From an optimization exercise on the open Yosys and OpenROAD flow, aimed at small area and few clock cycles; shortcuts taken in it are not production practice.
Only simulation tests tie the RTL to the original design; equivalence was not proved.

$ cat config.mk
export PLATFORM = sky130hd
export DESIGN_NAME = huffman
export DESIGN_NICKNAME = huffman
export VERILOG_FILES = /design/flow/design.v
export SDC_FILE = /design/flow/constraint.sdc
export NUM_CORES = 4
export LEC_CHECK = 0
export CAP_MARGIN = 20
export CORE_MARGIN = 2
export CORE_UTILIZATION = 40
export SLEW_MARGIN = 20
$ cat run.sh
#!/bin/bash
# synth_recipe.tcl (not shown) runs the flow's synth.tcl, then flattens the netlist and writes it again
# the make line also repeats each setting of config.mk as NAME=value (left out here)
make -C /OpenROAD-flow-scripts/flow DESIGN_CONFIG=/design/flow/config.mk WORK_HOME=/design/flow/orfs CLKGATE_MAP_FILE= SYNTH_SCRIPT=/design/flow/synth_recipe.tcl finish
$ cat design.v
module huffman(
  clk, 
  rst_n, 
  in_valid, 
  gray_data, 
  CNT_valid, 
  CNT1, 
  CNT2, 
  CNT3, 
  CNT4, 
  CNT5, 
  CNT6,
  code_valid, 
  HC1, 
  HC2, 
  HC3, 
  HC4, 
  HC5, 
  HC6, 
  M1, 
  M2, 
  M3, 
  M4, 
  M5, 
  M6
);
input clk;
input rst_n;
input in_valid;
input [7:0] gray_data;
output logic CNT_valid;
output logic [7:0] CNT1, CNT2, CNT3, CNT4, CNT5, CNT6;
output logic code_valid;
output logic [7:0] HC1, HC2, HC3, HC4, HC5, HC6;
output logic [7:0] M1, M2, M3, M4, M5, M6;
logic [14:0] Huf1,Huf2,Huf3,Huf4,Huf5,Huf6;
logic [14:0] Huf1_sort,Huf2_sort,Huf3_sort,Huf4_sort,Huf5_sort,Huf6_sort;
logic [14:0] Huf1_ns,Huf2_ns,Huf3_ns,Huf4_ns,Huf5_ns,Huf6_ns;
logic [6:0] CNT1_temp,CNT2_temp,CNT3_temp,CNT4_temp,CNT5_temp,CNT6_temp;
logic [6:0] CNT1_temp_ns,CNT2_temp_ns,CNT3_temp_ns,CNT4_temp_ns,CNT5_temp_ns,CNT6_temp_ns;
logic [4:0] HC1_temp, HC2_temp, HC3_temp, HC4_temp, HC5_temp, HC6_temp;
logic [4:0] HC1_temp_ns, HC2_temp_ns, HC3_temp_ns, HC4_temp_ns, HC5_temp_ns, HC6_temp_ns;
logic [4:0] M1_temp, M2_temp, M3_temp, M4_temp, M5_temp, M6_temp;
logic [4:0] M1_temp_ns, M2_temp_ns, M3_temp_ns, M4_temp_ns, M5_temp_ns, M6_temp_ns;
logic [1:0] current_state,next;
logic round1,round1_ns,round2,round2_ns;
parameter
IDLE      = 2'b00,
COUNT_PRO = 2'b01,
HUFFMAN   = 2'b11;
parameter
C0 = 2'b00,
C1 = 2'b01,
C2 = 2'b10,
C3 = 2'b11;
CN SORT (Huf6_sort,Huf5_sort,Huf4_sort,Huf3_sort,Huf2_sort,Huf1_sort,Huf6_ns,Huf5_ns,Huf4_ns,Huf3_ns,Huf2_ns,Huf1_ns);
always_comb begin
  CNT_valid = 0;
  code_valid = 0;
  CNT1 = 0; 
  CNT2 = 0;
  CNT3 = 0;
  CNT4 = 0;
  CNT5 = 0;
  CNT6 = 0;
  HC1 = 0;
  HC2 = 0;
  HC3 = 0;
  HC4 = 0;
  HC5 = 0;
  HC6 = 0;
  M1 = 0;
  M2 = 0;
  M3 = 0;
  M4 = 0;
  M5 = 0;
  M6 = 0;
  CNT1_temp_ns = CNT1_temp;
  CNT2_temp_ns = CNT2_temp;
  CNT3_temp_ns = CNT3_temp;
  CNT4_temp_ns = CNT4_temp;
  CNT5_temp_ns = CNT5_temp;
  CNT6_temp_ns = CNT6_temp;
  HC1_temp_ns = HC1_temp;
  HC2_temp_ns = HC2_temp;
  HC3_temp_ns = HC3_temp;
  HC4_temp_ns = HC4_temp;
  HC5_temp_ns = HC5_temp;
  HC6_temp_ns = HC6_temp;
  M1_temp_ns = M1_temp;
  M2_temp_ns = M2_temp;
  M3_temp_ns = M3_temp;
  M4_temp_ns = M4_temp;
  M5_temp_ns = M5_temp;
  M6_temp_ns = M6_temp;
  Huf1_sort = {CNT1_temp,C3,6'b10_0000};
  Huf2_sort = {CNT2_temp,C3,6'b01_0000};
  Huf3_sort = {CNT3_temp,C3,6'b00_1000};
  Huf4_sort = {CNT4_temp,C3,6'b00_0100};
  Huf5_sort = {CNT5_temp,C3,6'b00_0010};
  Huf6_sort = {CNT6_temp,C3,6'b00_0001};
  round1_ns = 0;
  round2_ns = 0;
  next = IDLE;
  if (gray_data[2]) begin
    if (gray_data[1]) begin 
      CNT6_temp_ns = CNT6_temp + 1;
    end
    else begin
      if (gray_data[0]) begin 
        CNT5_temp_ns = CNT5_temp + 1; 
      end
      else begin 
        CNT4_temp_ns = CNT4_temp + 1;
      end
    end
  end
  else begin
    if (gray_data[1]) begin
      if (gray_data[0]) begin 
        CNT3_temp_ns = CNT3_temp + 1; 
      end
      else begin 
        CNT2_temp_ns = CNT2_temp + 1;
      end
    end
    else begin
      if (gray_data[0]) begin 
        CNT1_temp_ns = CNT1_temp + 1; 
      end
    end
  end
  case (current_state)
    IDLE : begin 
      HC1_temp_ns = 0;
      HC2_temp_ns = 0;
      HC3_temp_ns = 0;
      HC4_temp_ns = 0;
      HC5_temp_ns = 0;
      HC6_temp_ns = 0;
      M1_temp_ns = 0;
      M2_temp_ns = 0;
      M3_temp_ns = 0;
      M4_temp_ns = 0;
      M5_temp_ns = 0;
      M6_temp_ns = 0;
      if (in_valid) next = COUNT_PRO;
      else begin
        CNT1_temp_ns = 0;
        CNT2_temp_ns = 0;
        CNT3_temp_ns = 0;
        CNT4_temp_ns = 0;
        CNT5_temp_ns = 0;
        CNT6_temp_ns = 0;
      end
    end
    COUNT_PRO : begin
      next = current_state;
      if (!in_valid) next = HUFFMAN;
    end
    HUFFMAN : begin
      next = current_state;
      round1_ns = 1;
      round2_ns = round1;
      Huf6_sort = ~(Huf6 & 0);
      Huf5_sort = Huf6;
      Huf4_sort = Huf5;
      Huf3_sort = Huf4;
      Huf2_sort = Huf3;
      Huf1_sort[14:8] = Huf1[14:8] + Huf2[14:8];
      Huf1_sort[5:0] = Huf1[5:0] + Huf2[5:0];
      Huf1_sort[7:6] = C2;
      if (round1) Huf1_sort[7:6] = C1;
      else begin
        CNT_valid = 1;
        CNT1 = {1'b0,CNT1_temp};
        CNT2 = {1'b0,CNT2_temp};
        CNT3 = {1'b0,CNT3_temp};
        CNT4 = {1'b0,CNT4_temp};
        CNT5 = {1'b0,CNT5_temp};
        CNT6 = {1'b0,CNT6_temp};
      end
      if (round2) Huf1_sort[7:6] = C0;
      if (Huf1[5]) begin 
        if (M1_temp[3]) HC1_temp_ns[4] = 1;
        else if (M1_temp[2]) HC1_temp_ns[3] = 1;
        else if (M1_temp[1]) HC1_temp_ns[2] = 1;
        else if (M1_temp[0]) HC1_temp_ns[1] = 1;
        else HC1_temp_ns[0] = 1;
      end
      if (Huf1[4]) begin 
        if (M2_temp[3]) HC2_temp_ns[4] = 1;
        else if (M2_temp[2]) HC2_temp_ns[3] = 1;
        else if (M2_temp[1]) HC2_temp_ns[2] = 1;
        else if (M2_temp[0]) HC2_temp_ns[1] = 1;
        else HC2_temp_ns[0] = 1; 
      end      
      if (Huf1[3]) begin 
        if (M3_temp[3]) HC3_temp_ns[4] = 1;
        else if (M3_temp[2]) HC3_temp_ns[3] = 1;
        else if (M3_temp[1]) HC3_temp_ns[2] = 1;
        else if (M3_temp[0]) HC3_temp_ns[1] = 1;
        else HC3_temp_ns[0] = 1; 
      end
      if (Huf1[2]) begin 
        if (M4_temp[3]) HC4_temp_ns[4] = 1;
        else if (M4_temp[2]) HC4_temp_ns[3] = 1;
        else if (M4_temp[1]) HC4_temp_ns[2] = 1;
        else if (M4_temp[0]) HC4_temp_ns[1] = 1;
        else HC4_temp_ns[0] = 1;  
      end
      if (Huf1[1]) begin 
        if (M5_temp[3]) HC5_temp_ns[4] = 1;
        else if (M5_temp[2]) HC5_temp_ns[3] = 1;
        else if (M5_temp[1]) HC5_temp_ns[2] = 1;
        else if (M5_temp[0]) HC5_temp_ns[1] = 1;
        else HC5_temp_ns[0] = 1;  
      end
      if (Huf1[0]) begin 
        if (M6_temp[3]) HC6_temp_ns[4] = 1;
        else if (M6_temp[2]) HC6_temp_ns[3] = 1;
        else if (M6_temp[1]) HC6_temp_ns[2] = 1;
        else if (M6_temp[0]) HC6_temp_ns[1] = 1;
        else HC6_temp_ns[0] = 1;  
      end
      if (Huf1[5] | Huf2[5]) begin 
        if (M1_temp[3]) M1_temp_ns[4] = 1;
        else if (M1_temp[2]) M1_temp_ns[3] = 1;
        else if (M1_temp[1]) M1_temp_ns[2] = 1;
        else if (M1_temp[0]) M1_temp_ns[1] = 1;
        else M1_temp_ns[0] = 1;
      end
      if (Huf1[4] | Huf2[4]) begin 
        if (M2_temp[3]) M2_temp_ns[4] = 1;
        else if (M2_temp[2]) M2_temp_ns[3] = 1;
        else if (M2_temp[1]) M2_temp_ns[2] = 1;
        else if (M2_temp[0]) M2_temp_ns[1] = 1;
        else M2_temp_ns[0] = 1; 
      end      
      if (Huf1[3] | Huf2[3]) begin 
        if (M3_temp[3]) M3_temp_ns[4] = 1;
        else if (M3_temp[2]) M3_temp_ns[3] = 1;
        else if (M3_temp[1]) M3_temp_ns[2] = 1;
        else if (M3_temp[0]) M3_temp_ns[1] = 1;
        else M3_temp_ns[0] = 1; 
      end
      if (Huf1[2] | Huf2[2]) begin 
        if (M4_temp[3]) M4_temp_ns[4] = 1;
        else if (M4_temp[2]) M4_temp_ns[3] = 1;
        else if (M4_temp[1]) M4_temp_ns[2] = 1;
        else if (M4_temp[0]) M4_temp_ns[1] = 1;
        else M4_temp_ns[0] = 1;  
      end
      if (Huf1[1] | Huf2[1]) begin 
        if (M5_temp[3]) M5_temp_ns[4] = 1;
        else if (M5_temp[2]) M5_temp_ns[3] = 1;
        else if (M5_temp[1]) M5_temp_ns[2] = 1;
        else if (M5_temp[0]) M5_temp_ns[1] = 1;
        else M5_temp_ns[0] = 1;  
      end
      if (Huf1[0] | Huf2[0]) begin 
        if (M6_temp[3]) M6_temp_ns[4] = 1;
        else if (M6_temp[2]) M6_temp_ns[3] = 1;
        else if (M6_temp[1]) M6_temp_ns[2] = 1;
        else if (M6_temp[0]) M6_temp_ns[1] = 1;
        else M6_temp_ns[0] = 1;  
      end
      if (Huf1_sort[14] & Huf1_sort[13] & Huf1_sort[10]) begin
      next = IDLE;
      code_valid = 1;
      M1[4:0] = M1_temp_ns;
      M2[4:0] = M2_temp_ns;
      M3[4:0] = M3_temp_ns;
      M4[4:0] = M4_temp_ns;
      M5[4:0] = M5_temp_ns;
      M6[4:0] = M6_temp_ns;
      HC1[4:0] = HC1_temp_ns;
      HC2[4:0] = HC2_temp_ns;
      HC3[4:0] = HC3_temp_ns;
      HC4[4:0] = HC4_temp_ns;
      HC5[4:0] = HC5_temp_ns;
      HC6[4:0] = HC6_temp_ns;
      end
    end
  endcase 
end
always_ff @(posedge clk) begin
    Huf6 <= Huf6_ns;
    Huf5 <= Huf5_ns;
    Huf4 <= Huf4_ns;
    Huf3 <= Huf3_ns;
    Huf2 <= Huf2_ns;
    Huf1 <= Huf1_ns;
end
always_ff @(posedge clk) begin
    round1 <= round1_ns;
    round2 <= round2_ns;
end
always_ff @(posedge clk) begin
    CNT1_temp <= CNT1_temp_ns;
    CNT2_temp <= CNT2_temp_ns;
    CNT3_temp <= CNT3_temp_ns;
    CNT4_temp <= CNT4_temp_ns;
    CNT5_temp <= CNT5_temp_ns;
    CNT6_temp <= CNT6_temp_ns;
end
always_ff @(posedge clk) begin
    HC1_temp <= HC1_temp_ns;
    HC2_temp <= HC2_temp_ns;
    HC3_temp <= HC3_temp_ns;
    HC4_temp <= HC4_temp_ns;
    HC5_temp <= HC5_temp_ns;
    HC6_temp <= HC6_temp_ns;
end
always_ff @(posedge clk) begin
    M1_temp <= M1_temp_ns;
    M2_temp <= M2_temp_ns;
    M3_temp <= M3_temp_ns;
    M4_temp <= M4_temp_ns;
    M5_temp <= M5_temp_ns;
    M6_temp <= M6_temp_ns;
end
always_ff @(posedge clk,negedge rst_n) begin
  if (!rst_n) current_state <= IDLE;
  else current_state <= next;
end
endmodule
module CN(number1,number2,number3,number4,number5,number6,s_number6,s_number5,s_number4,s_number3,s_number2,s_number1);
	input [14:0] number1, number2, number3, number4, number5, number6;
	output logic [14:0] s_number1, s_number2, s_number3, s_number4, s_number5, s_number6;
	logic [14:0] w1,w2,w3,w4,w5,w6,w7,w8,w9,w10;
	always_comb begin
		if(number1 > number2) begin
            w1 = (number2 > number3) ? number3 : number2;
            w2 = (number2 > number3) ? number2 : number3;
            w3 = number1;
		end 
        else begin
            w1 = (number1 > number3) ? number3 : number1;
            w2 = (number1 > number3) ? number1 : number3;
            w3 = number2;
		end
	end
	always_comb begin
		if(number5 > number6) begin
            w4 = (number4 > number6) ? number6 : number4;
            w5 = (number4 > number6) ? number4 : number6;
            w6 = number5;
		end 
        else begin
            w4 = (number4 > number5) ? number5 : number4;
            w5 = (number4 > number5) ? number4 : number5;
            w6 = number6;
		end
	end
    assign s_number3 = (w2 > w3) ? w2 : w3;
    assign w7 = (w2 > w3) ? w3 : w2;
    assign s_number4 = (w5 > w6) ? w5 : w6;
    assign w8 = (w5 > w6) ? w6 : w5;
    assign w9 = (w1 > w4) ? w1 : w4;
    assign s_number1 = (w1 > w4) ? w4 : w1;
    assign s_number5 = (w7 > w8) ? w7 : w8;
    assign w10 = (w7 > w8) ? w8 : w7;
    assign s_number6 = (w9 > w10) ? w9 : w10;
    assign s_number2 = (w9 > w10) ? w10 : w9;
endmodule
$ cat constraint.sdc
create_clock -name core_clock -period 12.0 [get_ports {clk}]
set_input_delay 2.4000 -clock core_clock [delete_from_list [all_inputs] [get_ports {clk}]]
set_output_delay 2.4000 -clock core_clock [all_outputs]
set_load 0.01 [all_outputs]
==> impl_metrics.toml <==
[grt]
antenna_found_initial = 1
grt_pass1_wl_um = 72000
grt_pass1_vias = 13472
grt-ovfl-total = 0
grt_max_degree = 65
grt_util_all_layers = 0.221

[worst_setup_path]
end_kind = "flop"
critPathLaunchType = "flop"
r2r_setup_slack_ps = 480
reg2reg_to = "Huf6[0]$_DFF_P_"
r2r_cells = 51
crit_start = "Huf1[8]$_DFF_P_"
path_common_cell = "a21o_1"
arrival_ps = 11880
r2r-start = "Huf1[8]$_DFF_P_"
crit_fanout = 30
critical_path_class = "reg2reg"
cp_slowest_cell = "or4_1"
worst_path_largest_cell_delay_ps = 530
worst_ep_required_time_ps = 12350

[floorplanning]
die_y_um = 202
core_area_um2 = 38600
io_pins = 157
die_w_um = 202
start_util = 0.406
die_area_um2 = 40800
fp-row-count = 72

[sta]
setup_tns_ps = 0
fin_crit_sh = 0.960
finalClockSkew_ps = 12.3
tightest_slew_ps = 815
slew_headroom = 0.455
finalSetupViolations = 0
max_freq_mhz = 86.8
rsz0062_at_grt = "false"
hold_viol = 0
slew_violations = 0
fin_crit_ps = 11520
setup_ws_ps = 476

[finish]
instances_no_fill = 2581
drive_above_1_share = 0.0892
fin_util = 0.468
final_nets = 2231
multi_input_area_um2 = 10200
areaGrowthSynthToFinish_pct = 15.4
fillers = 3849
antenna_cells = 0
final-seq-area_um2 = 4450

[hold_path]
hp-start = "CNT6_temp[1]$_DFF_P_"
holdPathEnd = "CNT6_temp[1]$_DFF_P_"
min_path_type = "reg2reg"
min_path_cells = 2

[clock_tree]
h-tree-depth = 4
clk_latency_ps = 460
cts_tree = "yes"
clk_path_buf_depth = 2
cts-root-buf = "clkbuf_16"
cts_inserted_buffers = 17
clk_transition_reported_paths_ps = 80
holdBufCountCts = 0
clock-sinks = 192

[synthesis]
ys_seq_area_frac = 0.284
ys_types = 84
synth_top_area_frac = 0.166
synth_ff_type = "dfxtp_1"
synthTopCellsByArea = "dfxtp_1 17%, ha_1 13%, edfxtp_1 11%, mux2i_1 7.6%, nor2_1 7.2%"
synth_seq_cells = 192
yosysTopAreaCell = "dfxtp_1"
synth_area_um2 = 15700
synth-edff-count = 60
synth_area_per_cell_um2 = 8.07
async_flop_share = 0.0104
synthCells = 1944
yosys_warnings = 2

[route]
met3_wirelength_um = 2220
final_antenna_net_count = 0
vias = 14133
maxUsedRoutingLayer = "met4"
remaining_drc_errors = 0
route.met2.wl_um = 20900
firstDrtPassIters = 6
wirelength_um = 45800
drt_iter0_markers = 1321
vias_per_cell = 5.48
post_drt_wl_per_cell_um = 17.7
met1_length_um = 21600

[job]
max_cap_viol_count = 0

[placed_design]
place_ws_ps = 476
hpwl_um = 35900
io_buffers = 109
globalplace.congestion = 0.909
dpl.cell_count = 2542

[status]
status = "finished clean"
-- state kept, by name, indices dropped and copies added (netlist names), 7 cells and up --
register and cells:
CNT1_temp 7, Huf4 15, CNT3_temp 7, Huf5 15, Huf2 13, Huf1 13, CNT6_temp 7, Huf3 15
CNT4_temp 7, Huf6 15, CNT5_temp 7, CNT2_temp 7
-- kinds of logic (layout without fill, tap and decap cells) --
group | count (synthesis) | count (layout) | synth area share
AO/OA/AOI/OAI | 450 | 450 | 0.181
XOR/XNOR | 46 | 46 | 0.0257
adder cells (fa/ha/maj) | 170 | 170 | 0.137
buffers and inverters | 279 | 357 | 0.0795
flip-flops | 192 | 192 | 0.284
multiplexers | 158 | 158 | 0.104
other | 1 | 42 | 0.000239
AND/OR/NAND/NOR | 648 | 648 | 0.189
-- timing repair --
action,CTS,global route
buffers inserted,0,7
gates resized for setup,0,12
endpoints found under the setup margin,0,26
-- metrics by stage --
step / area [um^2] / hold WS (ps)
after floorplan: 15800 / 473
after global placement: 17400 / 497
after detailed placement: 17400 / 510
after CTS: 18000 / 519
after global routing: 18100 / 554
final: 18100 / 516
-- layout by cell type (no fill, tap or decap), drive strengths merged, types with 19 or more instances in the layout --
cell type / instances
nand2: 143
xnor2: 27
buf: 71
a31oi: 24
a211oi: 21
dfxtp: 130
and3: 51
xor2: 19
a21oi: 148
ha: 168
conb: 42
a21o: 45
mux2i: 119
nor2: 304
nand3: 29
nand4: 21
o21ai: 111
clkdlybuf4s50: 109
mux2: 39
edfxtp: 60
nor3: 24
inv: 153
-- layout make-up --
| class | instances | area share |
|---|---|---|
| clock buffers | 17 | 0.0235 |
| clock inverters | 15 | 0.00733 |
| inverters | 145 | 0.0301 |
| multi-input cells | 1514 | 0.566 |
| flip-flops and latches | 192 | 0.246 |
| well taps | 518 | 0.0358 |
| repair buffers | 180 | 0.0913 |
-- metal layers --
metal  GRT usage  vias to the layer above
li1            -                     6969
met1       0.306                     6722
met2       0.355                      380
met3      0.0335                       62
met4      0.0704                        0
met5           0                        -
-- cells in the mapped netlist, types with 5 or more instances --
cell type	number
a221oi_1	6
and3_1	50
mux2i_1	119
clkbuf_1	63
nor2b_1	10
inv_1	145
nor2_1	302
and4_1	10
o21ai_0	110
xnor2_1	27
o221ai_1	9
a21oi_1	146
a211oi_1	21
mux2_2	36
a21o_1	45
o22ai_1	16
nor3_1	24
nand3_1	29
nand2_1	143
o21a_1	9
nor4_1	6
buf_6	5
ha_1	168
edfxtp_1	60
xor2_1	19
nand2b_1	17
dfxtp_1	130
nand4_1	21
a31oi_1	23
or2_2	8
buf_4	42
o211ai_1	11
buf_1	20
and2_1	7
-- worst max path at each step --
stage / cells past startpoint / end
after floorplan: 54 / Huf6[7]$_DFF_P_
after global placement: 49 / Huf6[1]$_DFF_P_
after global routing: 39 / Huf6[1]$_DFF_P_
final: 51 / Huf6[0]$_DFF_P_
after detailed placement: 49 / Huf6[0]$_DFF_P_
after CTS: 49 / Huf6[0]$_DFF_P_
-- critical path, delay by kind of cell, from the launching register on --
family,cells,cell delay (ps)
AND/OR/NAND/NOR,6,1330
multiplexers,4,1130
XOR/XNOR,1,220
adder cells (fa/ha/maj),6,1750
buffers and inverters,6,990
AO/OA/AOI/OAI,28,5670
flip-flops,1,310
Testbench counts, summed over its fixed seeds: cycles 20,536.

## port drivers added, routing unchanged
In the flow no input, the clock included, has a driving cell. The finished layout below was timed again as built, in two steps.
Step 1: set_driving_cell puts a clkbuf_16 on clk and a buf_2 on each other input, an assumption about the parent block.
Step 2, shift: input delay + t, output delay - t, t = (earliest + latest rising clock arrival at the registers) / 2. This alone moves slack from input paths to output paths.
Slacks: no drivers / after step 1 / after step 2; pairs: no drivers / after step 1.
shift t [ns]: 0.505
setup slack, ns: 0.476 / 0.476 / 0.476
worst setup path at the end: register to register
latest minus earliest clock arrival (ns): 0.012 / 0.012
worst slew at a driven data input, ns: 0.03
After both steps this run still meets setup and hold. The setup slack of this run moves by 0.000 ns with the drivers and by 0.000 ns with both steps.
